This design comes from an exercise in tuning for small area and a short achievable clock period on the open sky130 flow, not from production work.
No functional check of the RTL was part of this run.

### flow/flow/run.sh
#!/bin/bash
# Standard ORFS layout; only synthesis's abc mapping (flow/my_synth.tcl), the port
# buffer cell and the make settings in flow/extra differ. Tool output goes to logs here.
set -euo pipefail
W=$(pwd)
export MY_ABC_SCRIPT=$W/flow/abc_main.script
export MY_CONE_SCRIPT=$W/flow/abc_cone.script
export MY_NO_FA=1
EXTRA=()
if [[ -f $W/flow/extra ]]; then mapfile -t EXTRA < $W/flow/extra; fi
bash standard.sh SYNTH_SCRIPT=$W/flow/my_synth.tcl "${EXTRA[@]}" finish > $W/make_finish.log 2>&1
### flow/flow/abc_cone.script
strash
dch -f
map -D 1200
topo
upsize -D 1200
dnsize -D 1200
### flow/flow/abc_main.script
strash
dch -f
map -B 0.9
topo
stime -c
buffer -c
upsize -c
dnsize -c
### flow/flow/extra
BUFFER_PORTS_ARGS=-buffer_cell sky130_fd_sc_hd__buf_1
SKIP_REPAIR_TIE_FANOUT=1
### flow/flow/my_synth.tcl
proc synth {args} { yosys synth -nofsm -noshare {*}$args }
# Same synthesis as synth_recipe.tcl, with a different abc script and delay target.
proc abc {args} {
  set out {}
  set skip 0
  foreach a $args {
    if { $skip } { set skip 0; continue }
    if { $a eq "-script" || $a eq "-D" } { set skip 1; continue }
    lappend out $a
  }
  if { [info exists ::env(MY_ABC_SCRIPT)] && $::env(MY_ABC_SCRIPT) ne "" } {
    lappend out -script $::env(MY_ABC_SCRIPT)
  } else {
    lappend out -script $::env(SCRIPTS_DIR)/abc_speed.script
  }
  if { [info exists ::env(MY_ABC_D)] && $::env(MY_ABC_D) ne "" } {
    lappend out -D $::env(MY_ABC_D)
  }
  if { [info exists ::env(MY_CONE_SCRIPT)] && $::env(MY_CONE_SCRIPT) ne "" } {
    # map the input cone of the U_leak registers first, with its own (tighter) script
    set cone {}
    foreach a $out { lappend cone $a }
    set i [lsearch $cone -script]
    set cone [lreplace $cone [expr {$i + 1}] [expr {$i + 1}] $::env(MY_CONE_SCRIPT)]
    yosys select -set ucone c:u_r* %ci*:-sky130_fd_sc_hd__dfxtp_1\[Q\]
    yosys select -list @ucone
    yosys abc {*}$cone @ucone
  }
  yosys abc {*}$out
}
if { [info exists ::env(MY_NO_FA)] && $::env(MY_NO_FA) eq "1" } {
  proc extract_fa {args} { puts "extract_fa skipped" }
}
source $::env(SCRIPTS_DIR)/synth.tcl
# left out here: clear keep_hierarchy, flatten, clean up, hide names made inside functions, write 1_2_yosys.v
### flow/standard.sh
#!/bin/bash
# synth_recipe.tcl (not shown) runs the flow's synth.tcl, then flattens the netlist and writes it again
# the make line also repeats each setting of config.mk as NAME=value (left out here)
make -C /OpenROAD-flow-scripts/flow DESIGN_CONFIG=/design/flow/config.mk WORK_HOME=/design/flow/orfs CLKGATE_MAP_FILE= SYNTH_SCRIPT=/design/flow/synth_recipe.tcl "${@:-finish}"
### flow/config.mk
export PLATFORM = sky130hd
export DESIGN_NAME = LIFSIM
export DESIGN_NICKNAME = LIFSIM
export VERILOG_FILES = /design/flow/design.v
export SDC_FILE = /design/flow/constraint.sdc
export NUM_CORES = 4
export LEC_CHECK = 0
export CAP_MARGIN = 20
export CORE_MARGIN = 2
export CORE_UTILIZATION = 60
export SETUP_SLACK_MARGIN = 4.0
export SLEW_MARGIN = 20
### flow/constraint.sdc
create_clock -name core_clock -period 7.0 [get_ports {clk}]
set_input_delay 1.4000 -clock core_clock [delete_from_list [all_inputs] [get_ports {clk}]]
set_output_delay 1.4000 -clock core_clock [all_outputs]
set_load 0.01 [all_outputs]
### flow/design.v
module LIFSIM (
    input  wire        clk,
    input  wire        reset,
    input  wire [15:0] I_app,
    input  wire [15:0] I_fb,
    output wire [15:0] V_mem,
    output wire [15:0] V_out,
    output wire [15:0] U_leak,
    output wire [31:0] dU_dt,
    output wire [31:0] dV_dt
);
    reg [15:0] u_r;      
    reg [15:0] du_r;     
    reg [15:0] v_r;      
    reg [15:0] dv_r;     
    reg        fire_r;   
    reg        spk_r;    
    wire n1 = I_app[0] ^ I_fb[0];
    wire n2 = n1 ^ du_r[0];
    wire n3 = I_app[0] & I_fb[0];
    wire n4 = I_app[0] | I_fb[0];
    wire n5 = du_r[0] & n4;
    wire n6 = n3 | n5;
    wire n7 = I_app[1] ^ I_fb[1];
    wire n8 = n7 ^ du_r[1];
    wire n9 = I_app[1] & I_fb[1];
    wire n10 = I_app[1] | I_fb[1];
    wire n11 = du_r[1] & n10;
    wire n12 = n9 | n11;
    wire n13 = I_app[2] ^ I_fb[2];
    wire n14 = n13 ^ du_r[2];
    wire n15 = I_app[2] & I_fb[2];
    wire n16 = I_app[2] | I_fb[2];
    wire n17 = du_r[2] & n16;
    wire n18 = n15 | n17;
    wire n19 = I_app[3] ^ I_fb[3];
    wire n20 = n19 ^ du_r[3];
    wire n21 = I_app[3] & I_fb[3];
    wire n22 = I_app[3] | I_fb[3];
    wire n23 = du_r[3] & n22;
    wire n24 = n21 | n23;
    wire n25 = I_app[4] ^ I_fb[4];
    wire n26 = n25 ^ du_r[4];
    wire n27 = I_app[4] & I_fb[4];
    wire n28 = I_app[4] | I_fb[4];
    wire n29 = du_r[4] & n28;
    wire n30 = n27 | n29;
    wire n31 = I_app[5] ^ I_fb[5];
    wire n32 = n31 ^ du_r[5];
    wire n33 = I_app[5] & I_fb[5];
    wire n34 = I_app[5] | I_fb[5];
    wire n35 = du_r[5] & n34;
    wire n36 = n33 | n35;
    wire n37 = I_app[6] ^ I_fb[6];
    wire n38 = n37 ^ du_r[6];
    wire n39 = I_app[6] & I_fb[6];
    wire n40 = I_app[6] | I_fb[6];
    wire n41 = du_r[6] & n40;
    wire n42 = n39 | n41;
    wire n43 = I_app[7] ^ I_fb[7];
    wire n44 = n43 ^ du_r[7];
    wire n45 = I_app[7] & I_fb[7];
    wire n46 = I_app[7] | I_fb[7];
    wire n47 = du_r[7] & n46;
    wire n48 = n45 | n47;
    wire n49 = I_app[8] ^ I_fb[8];
    wire n50 = n49 ^ du_r[8];
    wire n51 = I_app[8] & I_fb[8];
    wire n52 = I_app[8] | I_fb[8];
    wire n53 = du_r[8] & n52;
    wire n54 = n51 | n53;
    wire n55 = I_app[9] ^ I_fb[9];
    wire n56 = n55 ^ du_r[9];
    wire n57 = I_app[9] & I_fb[9];
    wire n58 = I_app[9] | I_fb[9];
    wire n59 = du_r[9] & n58;
    wire n60 = n57 | n59;
    wire n61 = I_app[10] ^ I_fb[10];
    wire n62 = n61 ^ du_r[10];
    wire n63 = I_app[10] & I_fb[10];
    wire n64 = I_app[10] | I_fb[10];
    wire n65 = du_r[10] & n64;
    wire n66 = n63 | n65;
    wire n67 = I_app[11] ^ I_fb[11];
    wire n68 = n67 ^ du_r[11];
    wire n69 = I_app[11] & I_fb[11];
    wire n70 = I_app[11] | I_fb[11];
    wire n71 = du_r[11] & n70;
    wire n72 = n69 | n71;
    wire n73 = I_app[12] ^ I_fb[12];
    wire n74 = n73 ^ du_r[12];
    wire n75 = I_app[12] & I_fb[12];
    wire n76 = I_app[12] | I_fb[12];
    wire n77 = du_r[12] & n76;
    wire n78 = n75 | n77;
    wire n79 = I_app[13] ^ I_fb[13];
    wire n80 = n79 ^ du_r[13];
    wire n81 = I_app[13] & I_fb[13];
    wire n82 = I_app[13] | I_fb[13];
    wire n83 = du_r[13] & n82;
    wire n84 = n81 | n83;
    wire n85 = I_app[14] ^ I_fb[14];
    wire n86 = n85 ^ du_r[14];
    wire n87 = I_app[14] & I_fb[14];
    wire n88 = I_app[14] | I_fb[14];
    wire n89 = du_r[14] & n88;
    wire n90 = n87 | n89;
    wire n91 = I_app[15] ^ I_fb[15];
    wire n92 = n91 ^ du_r[15];
    wire n93 = I_app[15] & I_fb[15];
    wire n94 = I_app[15] | I_fb[15];
    wire n95 = du_r[15] & n94;
    wire n96 = n93 | n95;
    wire n97 = u_r[1] & u_r[0];
    wire n98 = u_r[1] & u_r[0];
    wire n99 = u_r[2] & n98;
    wire n100 = u_r[2] & u_r[1];
    wire n101 = u_r[4] & u_r[3];
    wire n102 = u_r[6] & u_r[5];
    wire n103 = u_r[8] & u_r[7];
    wire n104 = u_r[10] & u_r[9];
    wire n105 = u_r[12] & u_r[11];
    wire n106 = u_r[14] & u_r[13];
    wire n107 = u_r[3] & n99;
    wire n108 = u_r[3] & n100;
    wire n109 = n101 & n99;
    wire n110 = n101 & n100;
    wire n111 = u_r[7] & n102;
    wire n112 = n103 & n102;
    wire n113 = u_r[11] & n104;
    wire n114 = n105 & n104;
    wire n115 = u_r[15] & n106;
    wire n116 = u_r[5] & n109;
    wire n117 = u_r[5] & n110;
    wire n118 = n102 & n109;
    wire n119 = n102 & n110;
    wire n120 = n111 & n109;
    wire n121 = n111 & n110;
    wire n122 = n112 & n109;
    wire n123 = n112 & n110;
    wire n124 = u_r[13] & n114;
    wire n125 = n106 & n114;
    wire n126 = n115 & n114;
    wire n127 = u_r[9] & n122;
    wire n128 = u_r[9] & n123;
    wire n129 = n104 & n122;
    wire n130 = n104 & n123;
    wire n131 = n113 & n122;
    wire n132 = n113 & n123;
    wire n133 = n114 & n122;
    wire n134 = n114 & n123;
    wire n135 = n124 & n122;
    wire n136 = n124 & n123;
    wire n137 = n125 & n122;
    wire n138 = n125 & n123;
    wire n139 = n126 & n122;
    wire n140 = n126 & n123;
    wire n141 = u_r[1] ^ u_r[0];
    wire n142 = u_r[2] ^ n98;
    wire n143 = u_r[3] ^ n99;
    wire n144 = u_r[4] ^ n107;
    wire n145 = u_r[5] ^ n109;
    wire n146 = u_r[6] ^ n116;
    wire n147 = u_r[7] ^ n118;
    wire n148 = u_r[8] ^ n120;
    wire n149 = u_r[9] ^ n122;
    wire n150 = u_r[10] ^ n127;
    wire n151 = u_r[11] ^ n129;
    wire n152 = u_r[12] ^ n131;
    wire n153 = u_r[13] ^ n133;
    wire n154 = u_r[14] ^ n135;
    wire n155 = u_r[15] ^ n137;
    wire n156 = u_r[0] ^ dv_r[0];
    wire n157 = u_r[0] & dv_r[0];
    wire n158 = u_r[1] ^ dv_r[1];
    wire n159 = u_r[1] & dv_r[1];
    wire n160 = u_r[2] ^ dv_r[2];
    wire n161 = u_r[2] & dv_r[2];
    wire n162 = u_r[3] ^ dv_r[3];
    wire n163 = u_r[3] & dv_r[3];
    wire n164 = u_r[4] ^ dv_r[4];
    wire n165 = u_r[4] & dv_r[4];
    wire n166 = u_r[5] ^ dv_r[5];
    wire n167 = u_r[5] & dv_r[5];
    wire n168 = u_r[6] ^ dv_r[6];
    wire n169 = u_r[6] & dv_r[6];
    wire n170 = u_r[7] ^ dv_r[7];
    wire n171 = u_r[7] & dv_r[7];
    wire n172 = u_r[8] ^ dv_r[8];
    wire n173 = u_r[8] & dv_r[8];
    wire n174 = u_r[9] ^ dv_r[9];
    wire n175 = u_r[9] & dv_r[9];
    wire n176 = u_r[10] ^ dv_r[10];
    wire n177 = u_r[10] & dv_r[10];
    wire n178 = u_r[11] ^ dv_r[11];
    wire n179 = u_r[11] & dv_r[11];
    wire n180 = u_r[12] ^ dv_r[12];
    wire n181 = u_r[12] & dv_r[12];
    wire n182 = u_r[13] ^ dv_r[13];
    wire n183 = u_r[13] & dv_r[13];
    wire n184 = u_r[14] ^ dv_r[14];
    wire n185 = u_r[14] & dv_r[14];
    wire n186 = u_r[15] ^ dv_r[15];
    wire n187 = u_r[15] & dv_r[15];
    wire n188 = n158 & n157;
    wire n189 = n159 | n188;
    wire n190 = n158 & n156;
    wire n191 = n162 & n161;
    wire n192 = n163 | n191;
    wire n193 = n162 & n160;
    wire n194 = n166 & n165;
    wire n195 = n167 | n194;
    wire n196 = n166 & n164;
    wire n197 = n170 & n169;
    wire n198 = n171 | n197;
    wire n199 = n170 & n168;
    wire n200 = n174 & n173;
    wire n201 = n175 | n200;
    wire n202 = n174 & n172;
    wire n203 = n178 & n177;
    wire n204 = n179 | n203;
    wire n205 = n178 & n176;
    wire n206 = n182 & n181;
    wire n207 = n183 | n206;
    wire n208 = n182 & n180;
    wire n209 = n186 & n185;
    wire n210 = n187 | n209;
    wire n211 = n186 & n184;
    wire n212 = n160 & n189;
    wire n213 = n161 | n212;
    wire n214 = n160 & n190;
    wire n215 = n193 & n189;
    wire n216 = n192 | n215;
    wire n217 = n193 & n190;
    wire n218 = n168 & n195;
    wire n219 = n169 | n218;
    wire n220 = n168 & n196;
    wire n221 = n199 & n195;
    wire n222 = n198 | n221;
    wire n223 = n199 & n196;
    wire n224 = n176 & n201;
    wire n225 = n177 | n224;
    wire n226 = n176 & n202;
    wire n227 = n205 & n201;
    wire n228 = n204 | n227;
    wire n229 = n205 & n202;
    wire n230 = n184 & n207;
    wire n231 = n185 | n230;
    wire n232 = n184 & n208;
    wire n233 = n211 & n207;
    wire n234 = n210 | n233;
    wire n235 = n211 & n208;
    wire n236 = n164 & n216;
    wire n237 = n165 | n236;
    wire n238 = n164 & n217;
    wire n239 = n196 & n216;
    wire n240 = n195 | n239;
    wire n241 = n196 & n217;
    wire n242 = n220 & n216;
    wire n243 = n219 | n242;
    wire n244 = n220 & n217;
    wire n245 = n223 & n216;
    wire n246 = n222 | n245;
    wire n247 = n223 & n217;
    wire n248 = n180 & n228;
    wire n249 = n181 | n248;
    wire n250 = n180 & n229;
    wire n251 = n208 & n228;
    wire n252 = n207 | n251;
    wire n253 = n208 & n229;
    wire n254 = n232 & n228;
    wire n255 = n231 | n254;
    wire n256 = n232 & n229;
    wire n257 = n235 & n228;
    wire n258 = n234 | n257;
    wire n259 = n235 & n229;
    wire n260 = n172 & n246;
    wire n261 = n173 | n260;
    wire n262 = n172 & n247;
    wire n263 = n202 & n246;
    wire n264 = n201 | n263;
    wire n265 = n202 & n247;
    wire n266 = n226 & n246;
    wire n267 = n225 | n266;
    wire n268 = n226 & n247;
    wire n269 = n229 & n246;
    wire n270 = n228 | n269;
    wire n271 = n229 & n247;
    wire n272 = n250 & n246;
    wire n273 = n249 | n272;
    wire n274 = n250 & n247;
    wire n275 = n253 & n246;
    wire n276 = n252 | n275;
    wire n277 = n253 & n247;
    wire n278 = n256 & n246;
    wire n279 = n255 | n278;
    wire n280 = n256 & n247;
    wire n281 = n259 & n246;
    wire n282 = n258 | n281;
    wire n283 = n259 & n247;
    wire n284 = n158 ^ n157;
    wire n285 = n160 ^ n189;
    wire n286 = n162 ^ n213;
    wire n287 = n164 ^ n216;
    wire n288 = n166 ^ n237;
    wire n289 = n168 ^ n240;
    wire n290 = n170 ^ n243;
    wire n291 = n172 ^ n246;
    wire n292 = n174 ^ n261;
    wire n293 = n176 ^ n264;
    wire n294 = n178 ^ n267;
    wire n295 = n180 ^ n270;
    wire n296 = n182 ^ n273;
    wire n297 = n184 ^ n276;
    wire n298 = n186 ^ n279;
    wire [19:0] pp0;
    wire [15:0] pp0_m0 = 16'h5555;
    assign pp0[0] = pp0_m0[v_r[3:0]];
    wire [15:0] pp0_m1 = 16'h3333;
    assign pp0[1] = pp0_m1[v_r[3:0]];
    wire [15:0] pp0_m2 = 16'ha5a5;
    assign pp0[2] = pp0_m2[v_r[3:0]];
    wire [15:0] pp0_m3 = 16'hc639;
    assign pp0[3] = pp0_m3[v_r[3:0]];
    wire [15:0] pp0_m4 = 16'had6b;
    assign pp0[4] = pp0_m4[v_r[3:0]];
    wire [15:0] pp0_m5 = 16'h9ce7;
    assign pp0[5] = pp0_m5[v_r[3:0]];
    wire [15:0] pp0_m6 = 16'hd6b5;
    assign pp0[6] = pp0_m6[v_r[3:0]];
    wire [15:0] pp0_m7 = 16'he739;
    assign pp0[7] = pp0_m7[v_r[3:0]];
    wire [15:0] pp0_m8 = 16'had6b;
    assign pp0[8] = pp0_m8[v_r[3:0]];
    wire [15:0] pp0_m9 = 16'h9ce7;
    assign pp0[9] = pp0_m9[v_r[3:0]];
    wire [15:0] pp0_m10 = 16'hd6b5;
    assign pp0[10] = pp0_m10[v_r[3:0]];
    wire [15:0] pp0_m11 = 16'he739;
    assign pp0[11] = pp0_m11[v_r[3:0]];
    wire [15:0] pp0_m12 = 16'had6b;
    assign pp0[12] = pp0_m12[v_r[3:0]];
    wire [15:0] pp0_m13 = 16'h9ce7;
    assign pp0[13] = pp0_m13[v_r[3:0]];
    wire [15:0] pp0_m14 = 16'h7c1f;
    assign pp0[14] = pp0_m14[v_r[3:0]];
    wire [15:0] pp0_m15 = 16'h3ff;
    assign pp0[15] = pp0_m15[v_r[3:0]];
    wire [15:0] pp0_m16 = 16'haaaa;
    assign pp0[16] = pp0_m16[v_r[3:0]];
    wire [15:0] pp0_m17 = 16'hcccc;
    assign pp0[17] = pp0_m17[v_r[3:0]];
    wire [15:0] pp0_m18 = 16'hf0f0;
    assign pp0[18] = pp0_m18[v_r[3:0]];
    wire [15:0] pp0_m19 = 16'hff00;
    assign pp0[19] = pp0_m19[v_r[3:0]];
    wire [19:0] pp1;
    wire [15:0] pp1_m0 = 16'haaaa;
    assign pp1[0] = pp1_m0[v_r[7:4]];
    wire [15:0] pp1_m1 = 16'h6666;
    assign pp1[1] = pp1_m1[v_r[7:4]];
    wire [15:0] pp1_m2 = 16'hb4b4;
    assign pp1[2] = pp1_m2[v_r[7:4]];
    wire [15:0] pp1_m3 = 16'hc738;
    assign pp1[3] = pp1_m3[v_r[7:4]];
    wire [15:0] pp1_m4 = 16'had6a;
    assign pp1[4] = pp1_m4[v_r[7:4]];
    wire [15:0] pp1_m5 = 16'h9ce6;
    assign pp1[5] = pp1_m5[v_r[7:4]];
    wire [15:0] pp1_m6 = 16'hd6b4;
    assign pp1[6] = pp1_m6[v_r[7:4]];
    wire [15:0] pp1_m7 = 16'he738;
    assign pp1[7] = pp1_m7[v_r[7:4]];
    wire [15:0] pp1_m8 = 16'had6a;
    assign pp1[8] = pp1_m8[v_r[7:4]];
    wire [15:0] pp1_m9 = 16'h9ce6;
    assign pp1[9] = pp1_m9[v_r[7:4]];
    wire [15:0] pp1_m10 = 16'hd6b4;
    assign pp1[10] = pp1_m10[v_r[7:4]];
    wire [15:0] pp1_m11 = 16'he738;
    assign pp1[11] = pp1_m11[v_r[7:4]];
    wire [15:0] pp1_m12 = 16'had6a;
    assign pp1[12] = pp1_m12[v_r[7:4]];
    wire [15:0] pp1_m13 = 16'h9ce6;
    assign pp1[13] = pp1_m13[v_r[7:4]];
    wire [15:0] pp1_m14 = 16'h7c1e;
    assign pp1[14] = pp1_m14[v_r[7:4]];
    wire [15:0] pp1_m15 = 16'h3fe;
    assign pp1[15] = pp1_m15[v_r[7:4]];
    wire [15:0] pp1_m16 = 16'h5554;
    assign pp1[16] = pp1_m16[v_r[7:4]];
    wire [15:0] pp1_m17 = 16'h9998;
    assign pp1[17] = pp1_m17[v_r[7:4]];
    wire [15:0] pp1_m18 = 16'he1e0;
    assign pp1[18] = pp1_m18[v_r[7:4]];
    wire [15:0] pp1_m19 = 16'hfe00;
    assign pp1[19] = pp1_m19[v_r[7:4]];
    wire [19:0] pp2;
    wire [15:0] pp2_m0 = 16'haaaa;
    assign pp2[0] = pp2_m0[v_r[11:8]];
    wire [15:0] pp2_m1 = 16'h6666;
    assign pp2[1] = pp2_m1[v_r[11:8]];
    wire [15:0] pp2_m2 = 16'hb4b4;
    assign pp2[2] = pp2_m2[v_r[11:8]];
    wire [15:0] pp2_m3 = 16'hc738;
    assign pp2[3] = pp2_m3[v_r[11:8]];
    wire [15:0] pp2_m4 = 16'had6a;
    assign pp2[4] = pp2_m4[v_r[11:8]];
    wire [15:0] pp2_m5 = 16'h9ce6;
    assign pp2[5] = pp2_m5[v_r[11:8]];
    wire [15:0] pp2_m6 = 16'hd6b4;
    assign pp2[6] = pp2_m6[v_r[11:8]];
    wire [15:0] pp2_m7 = 16'he738;
    assign pp2[7] = pp2_m7[v_r[11:8]];
    wire [15:0] pp2_m8 = 16'had6a;
    assign pp2[8] = pp2_m8[v_r[11:8]];
    wire [15:0] pp2_m9 = 16'h9ce6;
    assign pp2[9] = pp2_m9[v_r[11:8]];
    wire [15:0] pp2_m10 = 16'hd6b4;
    assign pp2[10] = pp2_m10[v_r[11:8]];
    wire [15:0] pp2_m11 = 16'he738;
    assign pp2[11] = pp2_m11[v_r[11:8]];
    wire [15:0] pp2_m12 = 16'had6a;
    assign pp2[12] = pp2_m12[v_r[11:8]];
    wire [15:0] pp2_m13 = 16'h9ce6;
    assign pp2[13] = pp2_m13[v_r[11:8]];
    wire [15:0] pp2_m14 = 16'h7c1e;
    assign pp2[14] = pp2_m14[v_r[11:8]];
    wire [15:0] pp2_m15 = 16'h3fe;
    assign pp2[15] = pp2_m15[v_r[11:8]];
    wire [15:0] pp2_m16 = 16'h5554;
    assign pp2[16] = pp2_m16[v_r[11:8]];
    wire [15:0] pp2_m17 = 16'h9998;
    assign pp2[17] = pp2_m17[v_r[11:8]];
    wire [15:0] pp2_m18 = 16'he1e0;
    assign pp2[18] = pp2_m18[v_r[11:8]];
    wire [15:0] pp2_m19 = 16'hfe00;
    assign pp2[19] = pp2_m19[v_r[11:8]];
    wire [19:0] pp3;
    wire [15:0] pp3_m0 = 16'haaaa;
    assign pp3[0] = pp3_m0[v_r[15:12]];
    wire [15:0] pp3_m1 = 16'h6666;
    assign pp3[1] = pp3_m1[v_r[15:12]];
    wire [15:0] pp3_m2 = 16'hb4b4;
    assign pp3[2] = pp3_m2[v_r[15:12]];
    wire [15:0] pp3_m3 = 16'hc738;
    assign pp3[3] = pp3_m3[v_r[15:12]];
    wire [15:0] pp3_m4 = 16'had6a;
    assign pp3[4] = pp3_m4[v_r[15:12]];
    wire [15:0] pp3_m5 = 16'h9ce6;
    assign pp3[5] = pp3_m5[v_r[15:12]];
    wire [15:0] pp3_m6 = 16'hd6b4;
    assign pp3[6] = pp3_m6[v_r[15:12]];
    wire [15:0] pp3_m7 = 16'he738;
    assign pp3[7] = pp3_m7[v_r[15:12]];
    wire [15:0] pp3_m8 = 16'had6a;
    assign pp3[8] = pp3_m8[v_r[15:12]];
    wire [15:0] pp3_m9 = 16'h9ce6;
    assign pp3[9] = pp3_m9[v_r[15:12]];
    wire [15:0] pp3_m10 = 16'hd6b4;
    assign pp3[10] = pp3_m10[v_r[15:12]];
    wire [15:0] pp3_m11 = 16'he738;
    assign pp3[11] = pp3_m11[v_r[15:12]];
    wire [15:0] pp3_m12 = 16'had6a;
    assign pp3[12] = pp3_m12[v_r[15:12]];
    wire [15:0] pp3_m13 = 16'h9ce6;
    assign pp3[13] = pp3_m13[v_r[15:12]];
    wire [15:0] pp3_m14 = 16'h7c1e;
    assign pp3[14] = pp3_m14[v_r[15:12]];
    wire [15:0] pp3_m15 = 16'h3fe;
    assign pp3[15] = pp3_m15[v_r[15:12]];
    wire [15:0] pp3_m16 = 16'h5554;
    assign pp3[16] = pp3_m16[v_r[15:12]];
    wire [15:0] pp3_m17 = 16'h9998;
    assign pp3[17] = pp3_m17[v_r[15:12]];
    wire [15:0] pp3_m18 = 16'he1e0;
    assign pp3[18] = pp3_m18[v_r[15:12]];
    wire [15:0] pp3_m19 = 16'hfe00;
    assign pp3[19] = pp3_m19[v_r[15:12]];
    wire n299 = pp0[12] ^ pp1[8];
    wire n300 = pp0[12] & pp1[8];
    wire n301 = pp0[13] ^ pp1[9];
    wire n302 = n301 ^ pp2[5];
    wire n303 = pp0[13] & pp1[9];
    wire n304 = pp0[13] | pp1[9];
    wire n305 = pp2[5] & n304;
    wire n306 = n303 | n305;
    wire n307 = pp0[14] ^ pp1[10];
    wire n308 = n307 ^ pp2[6];
    wire n309 = pp0[14] & pp1[10];
    wire n310 = pp0[14] | pp1[10];
    wire n311 = pp2[6] & n310;
    wire n312 = n309 | n311;
    wire n313 = pp0[15] ^ pp1[11];
    wire n314 = n313 ^ pp2[7];
    wire n315 = pp0[15] & pp1[11];
    wire n316 = pp0[15] | pp1[11];
    wire n317 = pp2[7] & n316;
    wire n318 = n315 | n317;
    wire n319 = pp0[16] ^ pp1[12];
    wire n320 = n319 ^ pp2[8];
    wire n321 = pp0[16] & pp1[12];
    wire n322 = pp0[16] | pp1[12];
    wire n323 = pp2[8] & n322;
    wire n324 = n321 | n323;
    wire n325 = pp0[17] ^ pp1[13];
    wire n326 = n325 ^ pp2[9];
    wire n327 = pp0[17] & pp1[13];
    wire n328 = pp0[17] | pp1[13];
    wire n329 = pp2[9] & n328;
    wire n330 = n327 | n329;
    wire n331 = pp0[18] ^ pp1[14];
    wire n332 = n331 ^ pp2[10];
    wire n333 = pp0[18] & pp1[14];
    wire n334 = pp0[18] | pp1[14];
    wire n335 = pp2[10] & n334;
    wire n336 = n333 | n335;
    wire n337 = pp0[19] ^ pp1[15];
    wire n338 = n337 ^ pp2[11];
    wire n339 = pp0[19] & pp1[15];
    wire n340 = pp0[19] | pp1[15];
    wire n341 = pp2[11] & n340;
    wire n342 = n339 | n341;
    wire n343 = pp1[16] ^ pp2[12];
    wire n344 = pp1[16] & pp2[12];
    wire n345 = pp1[17] ^ pp2[13];
    wire n346 = pp1[17] & pp2[13];
    wire n347 = pp1[18] ^ pp2[14];
    wire n348 = pp1[18] & pp2[14];
    wire n349 = pp1[19] ^ pp2[15];
    wire n350 = pp1[19] & pp2[15];
    wire n351 = pp0[8] ^ pp1[4];
    wire n352 = pp0[8] & pp1[4];
    wire n353 = pp0[9] ^ pp1[5];
    wire n354 = n353 ^ pp2[1];
    wire n355 = pp0[9] & pp1[5];
    wire n356 = pp0[9] | pp1[5];
    wire n357 = pp2[1] & n356;
    wire n358 = n355 | n357;
    wire n359 = pp0[10] ^ pp1[6];
    wire n360 = n359 ^ pp2[2];
    wire n361 = pp0[10] & pp1[6];
    wire n362 = pp0[10] | pp1[6];
    wire n363 = pp2[2] & n362;
    wire n364 = n361 | n363;
    wire n365 = pp0[11] ^ pp1[7];
    wire n366 = n365 ^ pp2[3];
    wire n367 = pp0[11] & pp1[7];
    wire n368 = pp0[11] | pp1[7];
    wire n369 = pp2[3] & n368;
    wire n370 = n367 | n369;
    wire n371 = pp2[4] ^ pp3[0];
    wire n372 = n371 ^ n299;
    wire n373 = pp2[4] & pp3[0];
    wire n374 = pp2[4] | pp3[0];
    wire n375 = n299 & n374;
    wire n376 = n373 | n375;
    wire n377 = pp3[1] ^ n300;
    wire n378 = n377 ^ n302;
    wire n379 = pp3[1] & n300;
    wire n380 = pp3[1] | n300;
    wire n381 = n302 & n380;
    wire n382 = n379 | n381;
    wire n383 = pp3[2] ^ n306;
    wire n384 = n383 ^ n308;
    wire n385 = pp3[2] & n306;
    wire n386 = pp3[2] | n306;
    wire n387 = n308 & n386;
    wire n388 = n385 | n387;
    wire n389 = pp3[3] ^ n312;
    wire n390 = n389 ^ n314;
    wire n391 = pp3[3] & n312;
    wire n392 = pp3[3] | n312;
    wire n393 = n314 & n392;
    wire n394 = n391 | n393;
    wire n395 = pp3[4] ^ n318;
    wire n396 = n395 ^ n320;
    wire n397 = pp3[4] & n318;
    wire n398 = pp3[4] | n318;
    wire n399 = n320 & n398;
    wire n400 = n397 | n399;
    wire n401 = pp3[5] ^ n324;
    wire n402 = n401 ^ n326;
    wire n403 = pp3[5] & n324;
    wire n404 = pp3[5] | n324;
    wire n405 = n326 & n404;
    wire n406 = n403 | n405;
    wire n407 = pp3[6] ^ n330;
    wire n408 = n407 ^ n332;
    wire n409 = pp3[6] & n330;
    wire n410 = pp3[6] | n330;
    wire n411 = n332 & n410;
    wire n412 = n409 | n411;
    wire n413 = pp3[7] ^ n336;
    wire n414 = n413 ^ n338;
    wire n415 = pp3[7] & n336;
    wire n416 = pp3[7] | n336;
    wire n417 = n338 & n416;
    wire n418 = n415 | n417;
    wire n419 = pp3[8] ^ n342;
    wire n420 = n419 ^ n343;
    wire n421 = pp3[8] & n342;
    wire n422 = pp3[8] | n342;
    wire n423 = n343 & n422;
    wire n424 = n421 | n423;
    wire n425 = pp3[9] ^ n344;
    wire n426 = n425 ^ n345;
    wire n427 = pp3[9] & n344;
    wire n428 = pp3[9] | n344;
    wire n429 = n345 & n428;
    wire n430 = n427 | n429;
    wire n431 = pp3[10] ^ n346;
    wire n432 = n431 ^ n347;
    wire n433 = pp3[10] & n346;
    wire n434 = pp3[10] | n346;
    wire n435 = n347 & n434;
    wire n436 = n433 | n435;
    wire n437 = pp3[11] ^ n348;
    wire n438 = n437 ^ n349;
    wire n439 = pp3[11] & n348;
    wire n440 = pp3[11] | n348;
    wire n441 = n349 & n440;
    wire n442 = n439 | n441;
    wire n443 = pp2[16] ^ pp3[12];
    wire n444 = n443 ^ n350;
    wire n445 = pp2[16] & pp3[12];
    wire n446 = pp2[16] | pp3[12];
    wire n447 = n350 & n446;
    wire n448 = n445 | n447;
    wire n449 = pp2[17] ^ pp3[13];
    wire n450 = pp2[17] & pp3[13];
    wire n451 = pp2[18] ^ pp3[14];
    wire n452 = pp2[18] & pp3[14];
    wire n453 = pp2[19] ^ pp3[15];
    wire n454 = pp2[19] & pp3[15];
    wire n455 = pp0[4] ^ pp1[0];
    wire n456 = pp0[4] & pp1[0];
    wire n457 = pp0[5] ^ pp1[1];
    wire n458 = pp0[5] & pp1[1];
    wire n459 = pp0[6] ^ pp1[2];
    wire n460 = pp0[6] & pp1[2];
    wire n461 = pp0[7] ^ pp1[3];
    wire n462 = pp0[7] & pp1[3];
    wire n463 = pp2[0] ^ n351;
    wire n464 = pp2[0] & n351;
    wire n465 = n352 ^ n354;
    wire n466 = n352 & n354;
    wire n467 = n358 ^ n360;
    wire n468 = n358 & n360;
    wire n469 = n364 ^ n366;
    wire n470 = n364 & n366;
    wire n471 = n370 ^ n372;
    wire n472 = n370 & n372;
    wire n473 = n376 ^ n378;
    wire n474 = n376 & n378;
    wire n475 = n382 ^ n384;
    wire n476 = n382 & n384;
    wire n477 = n388 ^ n390;
    wire n478 = n388 & n390;
    wire n479 = n394 ^ n396;
    wire n480 = n394 & n396;
    wire n481 = n400 ^ n402;
    wire n482 = n400 & n402;
    wire n483 = n406 ^ n408;
    wire n484 = n406 & n408;
    wire n485 = n412 ^ n414;
    wire n486 = n412 & n414;
    wire n487 = n418 ^ n420;
    wire n488 = n418 & n420;
    wire n489 = n424 ^ n426;
    wire n490 = n424 & n426;
    wire n491 = n430 ^ n432;
    wire n492 = n430 & n432;
    wire n493 = n436 ^ n438;
    wire n494 = n436 & n438;
    wire n495 = n442 ^ n444;
    wire n496 = n442 & n444;
    wire n497 = n448 ^ n449;
    wire n498 = n448 & n449;
    wire n499 = n450 ^ n451;
    wire n500 = n450 & n451;
    wire n501 = n452 ^ n453;
    wire n502 = n452 & n453;
    wire n503 = pp3[16] ^ n454;
    wire n504 = pp3[16] & n454;
    wire n505 = pp0[1] & pp0[0];
    wire n506 = pp0[3] & pp0[2];
    wire n507 = n457 & n456;
    wire n508 = n458 | n507;
    wire n509 = n457 & n455;
    wire n510 = n461 & n460;
    wire n511 = n462 | n510;
    wire n512 = n461 & n459;
    wire n513 = n465 & n464;
    wire n514 = n466 | n513;
    wire n515 = n465 & n463;
    wire n516 = n469 & n468;
    wire n517 = n470 | n516;
    wire n518 = n469 & n467;
    wire n519 = n473 & n472;
    wire n520 = n474 | n519;
    wire n521 = n473 & n471;
    wire n522 = n477 & n476;
    wire n523 = n478 | n522;
    wire n524 = n477 & n475;
    wire n525 = n481 & n480;
    wire n526 = n482 | n525;
    wire n527 = n481 & n479;
    wire n528 = n485 & n484;
    wire n529 = n486 | n528;
    wire n530 = n485 & n483;
    wire n531 = n489 & n488;
    wire n532 = n490 | n531;
    wire n533 = n489 & n487;
    wire n534 = n493 & n492;
    wire n535 = n494 | n534;
    wire n536 = n493 & n491;
    wire n537 = n497 & n496;
    wire n538 = n498 | n537;
    wire n539 = n497 & n495;
    wire n540 = n501 & n500;
    wire n541 = n502 | n540;
    wire n542 = n501 & n499;
    wire n543 = pp3[17] & n504;
    wire n544 = pp3[17] & n503;
    wire n545 = pp3[19] & pp3[18];
    wire n546 = pp0[2] & n505;
    wire n547 = n506 & n505;
    wire n548 = n459 & n508;
    wire n549 = n460 | n548;
    wire n550 = n459 & n509;
    wire n551 = n512 & n508;
    wire n552 = n511 | n551;
    wire n553 = n512 & n509;
    wire n554 = n467 & n514;
    wire n555 = n468 | n554;
    wire n556 = n467 & n515;
    wire n557 = n518 & n514;
    wire n558 = n517 | n557;
    wire n559 = n518 & n515;
    wire n560 = n475 & n520;
    wire n561 = n476 | n560;
    wire n562 = n475 & n521;
    wire n563 = n524 & n520;
    wire n564 = n523 | n563;
    wire n565 = n524 & n521;
    wire n566 = n483 & n526;
    wire n567 = n484 | n566;
    wire n568 = n483 & n527;
    wire n569 = n530 & n526;
    wire n570 = n529 | n569;
    wire n571 = n530 & n527;
    wire n572 = n491 & n532;
    wire n573 = n492 | n572;
    wire n574 = n491 & n533;
    wire n575 = n536 & n532;
    wire n576 = n535 | n575;
    wire n577 = n536 & n533;
    wire n578 = n499 & n538;
    wire n579 = n500 | n578;
    wire n580 = n499 & n539;
    wire n581 = n542 & n538;
    wire n582 = n541 | n581;
    wire n583 = n542 & n539;
    wire n584 = pp3[18] & n543;
    wire n585 = pp3[18] & n544;
    wire n586 = n545 & n543;
    wire n587 = n545 & n544;
    wire n588 = n455 & n547;
    wire n589 = n509 & n547;
    wire n590 = n550 & n547;
    wire n591 = n553 & n547;
    wire n592 = n471 & n558;
    wire n593 = n472 | n592;
    wire n594 = n471 & n559;
    wire n595 = n521 & n558;
    wire n596 = n520 | n595;
    wire n597 = n521 & n559;
    wire n598 = n562 & n558;
    wire n599 = n561 | n598;
    wire n600 = n562 & n559;
    wire n601 = n565 & n558;
    wire n602 = n564 | n601;
    wire n603 = n565 & n559;
    wire n604 = n487 & n570;
    wire n605 = n488 | n604;
    wire n606 = n487 & n571;
    wire n607 = n533 & n570;
    wire n608 = n532 | n607;
    wire n609 = n533 & n571;
    wire n610 = n574 & n570;
    wire n611 = n573 | n610;
    wire n612 = n574 & n571;
    wire n613 = n577 & n570;
    wire n614 = n576 | n613;
    wire n615 = n577 & n571;
    wire n616 = n503 & n582;
    wire n617 = n504 | n616;
    wire n618 = n503 & n583;
    wire n619 = n544 & n582;
    wire n620 = n543 | n619;
    wire n621 = n544 & n583;
    wire n622 = n585 & n582;
    wire n623 = n584 | n622;
    wire n624 = n585 & n583;
    wire n625 = n587 & n582;
    wire n626 = n586 | n625;
    wire n627 = n587 & n583;
    wire n628 = n463 & n552;
    wire n629 = n464 | n628;
    wire n630 = n463 & n591;
    wire n631 = n515 & n552;
    wire n632 = n514 | n631;
    wire n633 = n515 & n591;
    wire n634 = n556 & n552;
    wire n635 = n555 | n634;
    wire n636 = n556 & n591;
    wire n637 = n559 & n552;
    wire n638 = n558 | n637;
    wire n639 = n559 & n591;
    wire n640 = n594 & n552;
    wire n641 = n593 | n640;
    wire n642 = n594 & n591;
    wire n643 = n597 & n552;
    wire n644 = n596 | n643;
    wire n645 = n597 & n591;
    wire n646 = n600 & n552;
    wire n647 = n599 | n646;
    wire n648 = n600 & n591;
    wire n649 = n603 & n552;
    wire n650 = n602 | n649;
    wire n651 = n603 & n591;
    wire n652 = n495 & n614;
    wire n653 = n496 | n652;
    wire n654 = n495 & n615;
    wire n655 = n539 & n614;
    wire n656 = n538 | n655;
    wire n657 = n539 & n615;
    wire n658 = n580 & n614;
    wire n659 = n579 | n658;
    wire n660 = n580 & n615;
    wire n661 = n583 & n614;
    wire n662 = n582 | n661;
    wire n663 = n583 & n615;
    wire n664 = n618 & n614;
    wire n665 = n617 | n664;
    wire n666 = n618 & n615;
    wire n667 = n621 & n614;
    wire n668 = n620 | n667;
    wire n669 = n621 & n615;
    wire n670 = n624 & n614;
    wire n671 = n623 | n670;
    wire n672 = n624 & n615;
    wire n673 = n627 & n614;
    wire n674 = n626 | n673;
    wire n675 = n627 & n615;
    wire n676 = n479 & n650;
    wire n677 = n480 | n676;
    wire n678 = n479 & n651;
    wire n679 = n527 & n650;
    wire n680 = n526 | n679;
    wire n681 = n527 & n651;
    wire n682 = n568 & n650;
    wire n683 = n567 | n682;
    wire n684 = n568 & n651;
    wire n685 = n571 & n650;
    wire n686 = n570 | n685;
    wire n687 = n571 & n651;
    wire n688 = n606 & n650;
    wire n689 = n605 | n688;
    wire n690 = n606 & n651;
    wire n691 = n609 & n650;
    wire n692 = n608 | n691;
    wire n693 = n609 & n651;
    wire n694 = n612 & n650;
    wire n695 = n611 | n694;
    wire n696 = n612 & n651;
    wire n697 = n615 & n650;
    wire n698 = n614 | n697;
    wire n699 = n615 & n651;
    wire n700 = n654 & n650;
    wire n701 = n653 | n700;
    wire n702 = n654 & n651;
    wire n703 = n657 & n650;
    wire n704 = n656 | n703;
    wire n705 = n657 & n651;
    wire n706 = n660 & n650;
    wire n707 = n659 | n706;
    wire n708 = n660 & n651;
    wire n709 = n663 & n650;
    wire n710 = n662 | n709;
    wire n711 = n663 & n651;
    wire n712 = n666 & n650;
    wire n713 = n665 | n712;
    wire n714 = n666 & n651;
    wire n715 = n669 & n650;
    wire n716 = n668 | n715;
    wire n717 = n669 & n651;
    wire n718 = n672 & n650;
    wire n719 = n671 | n718;
    wire n720 = n672 & n651;
    wire n721 = n675 & n650;
    wire n722 = n674 | n721;
    wire n723 = n675 & n651;
    wire n724 = n457 ^ n456;
    wire n725 = n459 ^ n508;
    wire n726 = n461 ^ n549;
    wire n727 = n463 ^ n552;
    wire n728 = n465 ^ n629;
    wire n729 = n467 ^ n632;
    wire n730 = n469 ^ n635;
    wire n731 = n471 ^ n638;
    wire n732 = n473 ^ n641;
    wire n733 = n475 ^ n644;
    wire n734 = n477 ^ n647;
    wire n735 = n479 ^ n650;
    wire n736 = n481 ^ n677;
    wire n737 = n483 ^ n680;
    wire n738 = n485 ^ n683;
    wire n739 = n487 ^ n686;
    wire n740 = n489 ^ n689;
    wire n741 = n491 ^ n692;
    wire n742 = n493 ^ n695;
    wire n743 = n495 ^ n698;
    wire n744 = n497 ^ n701;
    wire n745 = n499 ^ n704;
    wire n746 = n501 ^ n707;
    wire n747 = n503 ^ n710;
    wire n748 = pp3[17] ^ n713;
    wire n749 = pp3[18] ^ n716;
    wire n750 = pp3[19] ^ n719;
    wire [15:0] u_n  = I_app + I_fb + du_r;
    wire [15:0] du_n = {n139, n155, n154, n153, n152, n151, n150, n149, n148, n147, n146, n145, n144, n143, n142, n141};
    wire [15:0] v_n  = {n298, n297, n296, n295, n294, n293, n292, n291, n290, n289, n288, n287, n286, n285, n284, n156};
    wire [15:0] dv_n = {n750, n749, n748, n747, n746, n745, n744, n743, n742, n741, n740, n739, n738, n737, n736, n735};
    always @(posedge clk) begin
        if (reset) begin
            u_r    <= 16'd0;
            du_r   <= 16'd0;
            v_r    <= 16'd0;
            dv_r   <= 16'd0;
            fire_r <= 1'b0;
            spk_r  <= 1'b0;
        end else begin
            u_r    <= u_n;
            du_r   <= du_n;
            fire_r <= $signed(v_r) >= 16'sd3277;
            spk_r  <= fire_r;
            if (fire_r) begin
                v_r  <= 16'd0;
                dv_r <= 16'd0;
            end else begin
                v_r  <= v_n;
                dv_r <= dv_n;
            end
        end
    end
    assign V_mem  = v_r;
    assign V_out  = {15'd0, spk_r};
    assign U_leak = u_r;
    assign dU_dt  = {16'd0, du_r};
    assign dV_dt  = {16'd0, dv_r};
endmodule
==> run notes <==
metal layers:
metal  vias up  wire length (um)
li1       4452                 -
met1      3585              9110
met2       240              9120
met3        36               936
met4         0               419
met5         -                 0
what timing repair did:
item | in CTS | in global routing
gates resized for setup | 0 | 23
buffers inserted | 0 | 0
endpoints found under the setup margin | 0 | 18
critical path: cells and delay by family:
kind / cells / cell delay, ns
buf+inv: 2 / 0.15
compound gates: 3 / 0.43
simple gates: 9 / 1.02
kinds of logic after synthesis:
logic type / synth area share [%]
simple gates: 51.5
buf+inv: 14.2
compound gates: 14.8
flops: 17.7
xor+xnor: 1.62
fa+ha+maj: 0.134
other cells: 0.0502
stage by stage:
stage,area (um2),setup WS (ns),util (%)
after global routing,7930,3.96,65.7
after global placement,7590,3.94,62.9
after CTS,7890,4.04,65.4
final,7930,4.26,65.7
after floorplan,7470,4.30,-
after detailed placement,7590,3.96,62.9
how the worst max path moves through the flow:
stage,start,endpoint,cells past startpoint
3_3_place_gp,I_app[5],u_r[14]$_SDFF_PP0_,13
3_5_place_dp,I_fb[3],u_r[15]$_SDFF_PP0_,13
2_1_floorplan,I_app[14],u_r[15]$_SDFF_PP0_,9
4_1_cts,v_r[8]$_SDFF_PP0_,dv_r[14]$_SDFF_PP0_,19
6_report,I_fb[2],u_r[8]$_SDFF_PP0_,14
5_1_grt,v_r[6]$_SDFF_PP0_,dv_r[10]$_SDFF_PP0_,21
cell type report:
class	instances	area, um2
clock inverters	7	70.1
clock buffers	9	225
fillers	1211	4130
well taps	168	210
flip-flops and latches	66	1350
inverters	157	589
repair buffers	99	375
multi-input cells	1083	5110
placed cells by master (no fill, tap or decap), types with 3 or more instances in the layout:
cell / n
o21bai_2: 4
nand2_2: 18
a31oi_1: 6
o21ai_1: 19
nand2_1: 476
nand3_1: 132
dfxtp_4: 3
o21bai_1: 9
inv_1: 101
nand4_1: 21
o21a_1: 8
nand2_4: 4
nand3b_1: 6
or2_1: 3
a21oi_1: 78
dfxtp_2: 15
nor3_1: 12
o21ai_0: 50
and2_1: 9
nor2_1: 151
xor2_1: 8
dfxtp_1: 48
clkbuf_16: 9
nand3b_4: 3
buf_1: 98
xnor2_1: 4
and2_4: 4
inv_2: 47
clkinv_1: 9
o21ai_2: 3
clkinv_2: 3
nor2_2: 26
a21oi_2: 5
flip-flops by register name, indices dropped and copies added (netlist names):
| signal | flops |
|---|---|
| du_r | 16 |
| fire_r | 1 |
| v_r | 16 |
| u_r | 16 |
| dv_r | 16 |
| spk_r | 1 |
==> impl_metrics.csv <==
group,metric,value,unit
worst_setup_path,crit_fanout,4,
floorplanning,initial_core_util,61.9,%
worst_setup_path,cp.arrival,2.99,ns
yosys,ys_ff_latch,66,
yosys,yosysTopAreaCell,"nand2_1",
sta,tightestPinTransition,0.858,ns
global_route,grt_usage,29.7,%
clocking,cts.sinks,66,
worst_hold_path,worstHoldStart,"fire_r$_SDFF_PP0_",
worst_hold_path,hp-class,"register to register",
yosys,synth_commonest_cells,"nand2_1, nor2_1, nand3_1",
worst_hold_path,hold_depth,2,
placed_design,place_hpwl,15700,um
sta,drv_slew,0,
job,cap_violations,0,
clocking,cts_max_path_buffers,2,
worst_hold_path,holdPathEnd,"spk_r$_SDFF_PP0_",
sta,skew,0.00741,ns
final_layout,area_delta_synth_final,6.13,%
clocking,cts_buffers,9,
yosys,synth_top_area_share,23.9,%
yosys,synth_edf_count,0,
clocking,cts_hold_buffers,0,
worst_setup_path,crit_type,"input port to register",
placed_design,dp_cells,1573,
sta,hold_viol,0,
worst_setup_path,r2r-end,"dv_r[12]$_SDFF_PP0_",
worst_setup_path,cp_common_cell,"nand2_1",
final_layout,nets,1450,
sta,finalCriticalPeriod,2.74,ns
sta,setup_viol,0,
floorplanning,dieArea,13400,um2
yosys,syn-instance-count,1371,
global_route,grt_pass1_wl,32300,um
clocking,clk_pin_slew,0.06,ns
global_route,grt_util_met2,50.6,%
sta,fin_crit_sh,39.2,%
global_route,grt_pass1_vias,7057,
yosys,yosysWarnings,1,
global_route,overflow,0,
yosys,yosysSeqAreaShare,17.7,%
sta,hold_ws,0.464,ns
sta,max_freq,0.364,GHz
drt,postRouteAntennaNets,0,
final_layout,antenna_cells,0,
drt,drt_wl_total,19600,um
floorplanning,die_h,116,um
worst_setup_path,cp.required,7.25,ns
yosys,syn-cell-area,7470,um2
yosys,syn_nets,1405,
floorplanning,core-area,12100,um2
clocking,clk_latency,0.34,ns
floorplanning,die_w,116,um
global_route,grt_busiest_layer,"met2",
global_route,grt.met1_usage,39.3,%
worst_setup_path,critical_path.slowest_cell,"nor2_2",
drt,drt_pass1_iterations,5,
sta,slew_headroom,42.8,%
yosys,synth.avg_cell_area,5.45,um2
global_route,grt_max_degree,48,
drt,wire_per_inst,12.3,um
sta,rsz0062_at_grt,"true",
drt,drtIter0Drc,528,
yosys,ys_top_cells_by_area,"nand2_1, dfxtp_1, nand3_1",
final_layout,drive_above_1_share,11.4,%
worst_setup_path,cp-start-kind,"input port",
floorplanning,rows,40,
global_route,antenna_found_initial,0,
clocking,h-tree-depth,3,
final_layout,layout.cells.non_filler,1589,
sta,finalSetupTns,0,ns
worst_setup_path,critical-path-max-stage-delay,0.19,ns
worst_setup_path,worstReg2RegStart,"v_r[6]$_SDFF_PP0_",
clocking,cts_root_buf,"clkbuf_16",
yosys,synthMostInstantiatedCell,"nand2_1",
clocking,cts_tree,"built",
worst_setup_path,path_cells,"buf_1 > inv_1 > nor2_2 > nor2_1 > nand2_1 > o21ai_0 > nand3_1 > nand2_1 > nor2_2 > nand2_1 > nand2_1 > nand2_1 > a21o_1 > a21oi_1",
yosys,ys.flop_type,"dfxtp_1",
global_route,met3_usage,3.50,%
placed_design,gp_congestion,1.00,
drt,via_per_inst,5.23,
worst_setup_path,endpoint_kind,"register",
run_status,run_status,"finished clean",
yosys,yosys.cell_types.count,52,
worst_setup_path,reg2reg_depth,19,
drt,vias,8313,
floorplanning,pin_count,146,
drt,drc_errors,0,
yosys,async_flop_share,0,%
placed_design,port_buffers,98,
worst_setup_path,r2r_setup_slack,4.27,ns

-- re-timing with driven ports --
Ports are ideal in the flow. The routed layout listed here was re-timed in OpenROAD.
Step 1 sets driving cells, clkbuf_16 on the clock port and buf_2 on the other inputs (assumed; they add their load-dependent delay and slew).
Step 2 times the ports against the registers' clock, not the clock port: input delays grow and output delays shrink by t, the midpoint of the rising clock arrivals with the driver on.
a / b / c = no drivers / after step 1 / after step 2; a / b = the first two.
t, ns: 0.371
slack for setup (ns): 4.256 / 4.266 / 3.899
worst hold slack (ns): 0.464 / 0.464 / 0.464
latest minus earliest clock arrival (ns): 0.007 / 0.008
slew at the worst register clock pin (ns): 0.06 / 0.06
After both steps this run still meets setup and hold. The setup slack of this run moves by +0.010 ns with the drivers and by -0.357 ns with both steps.
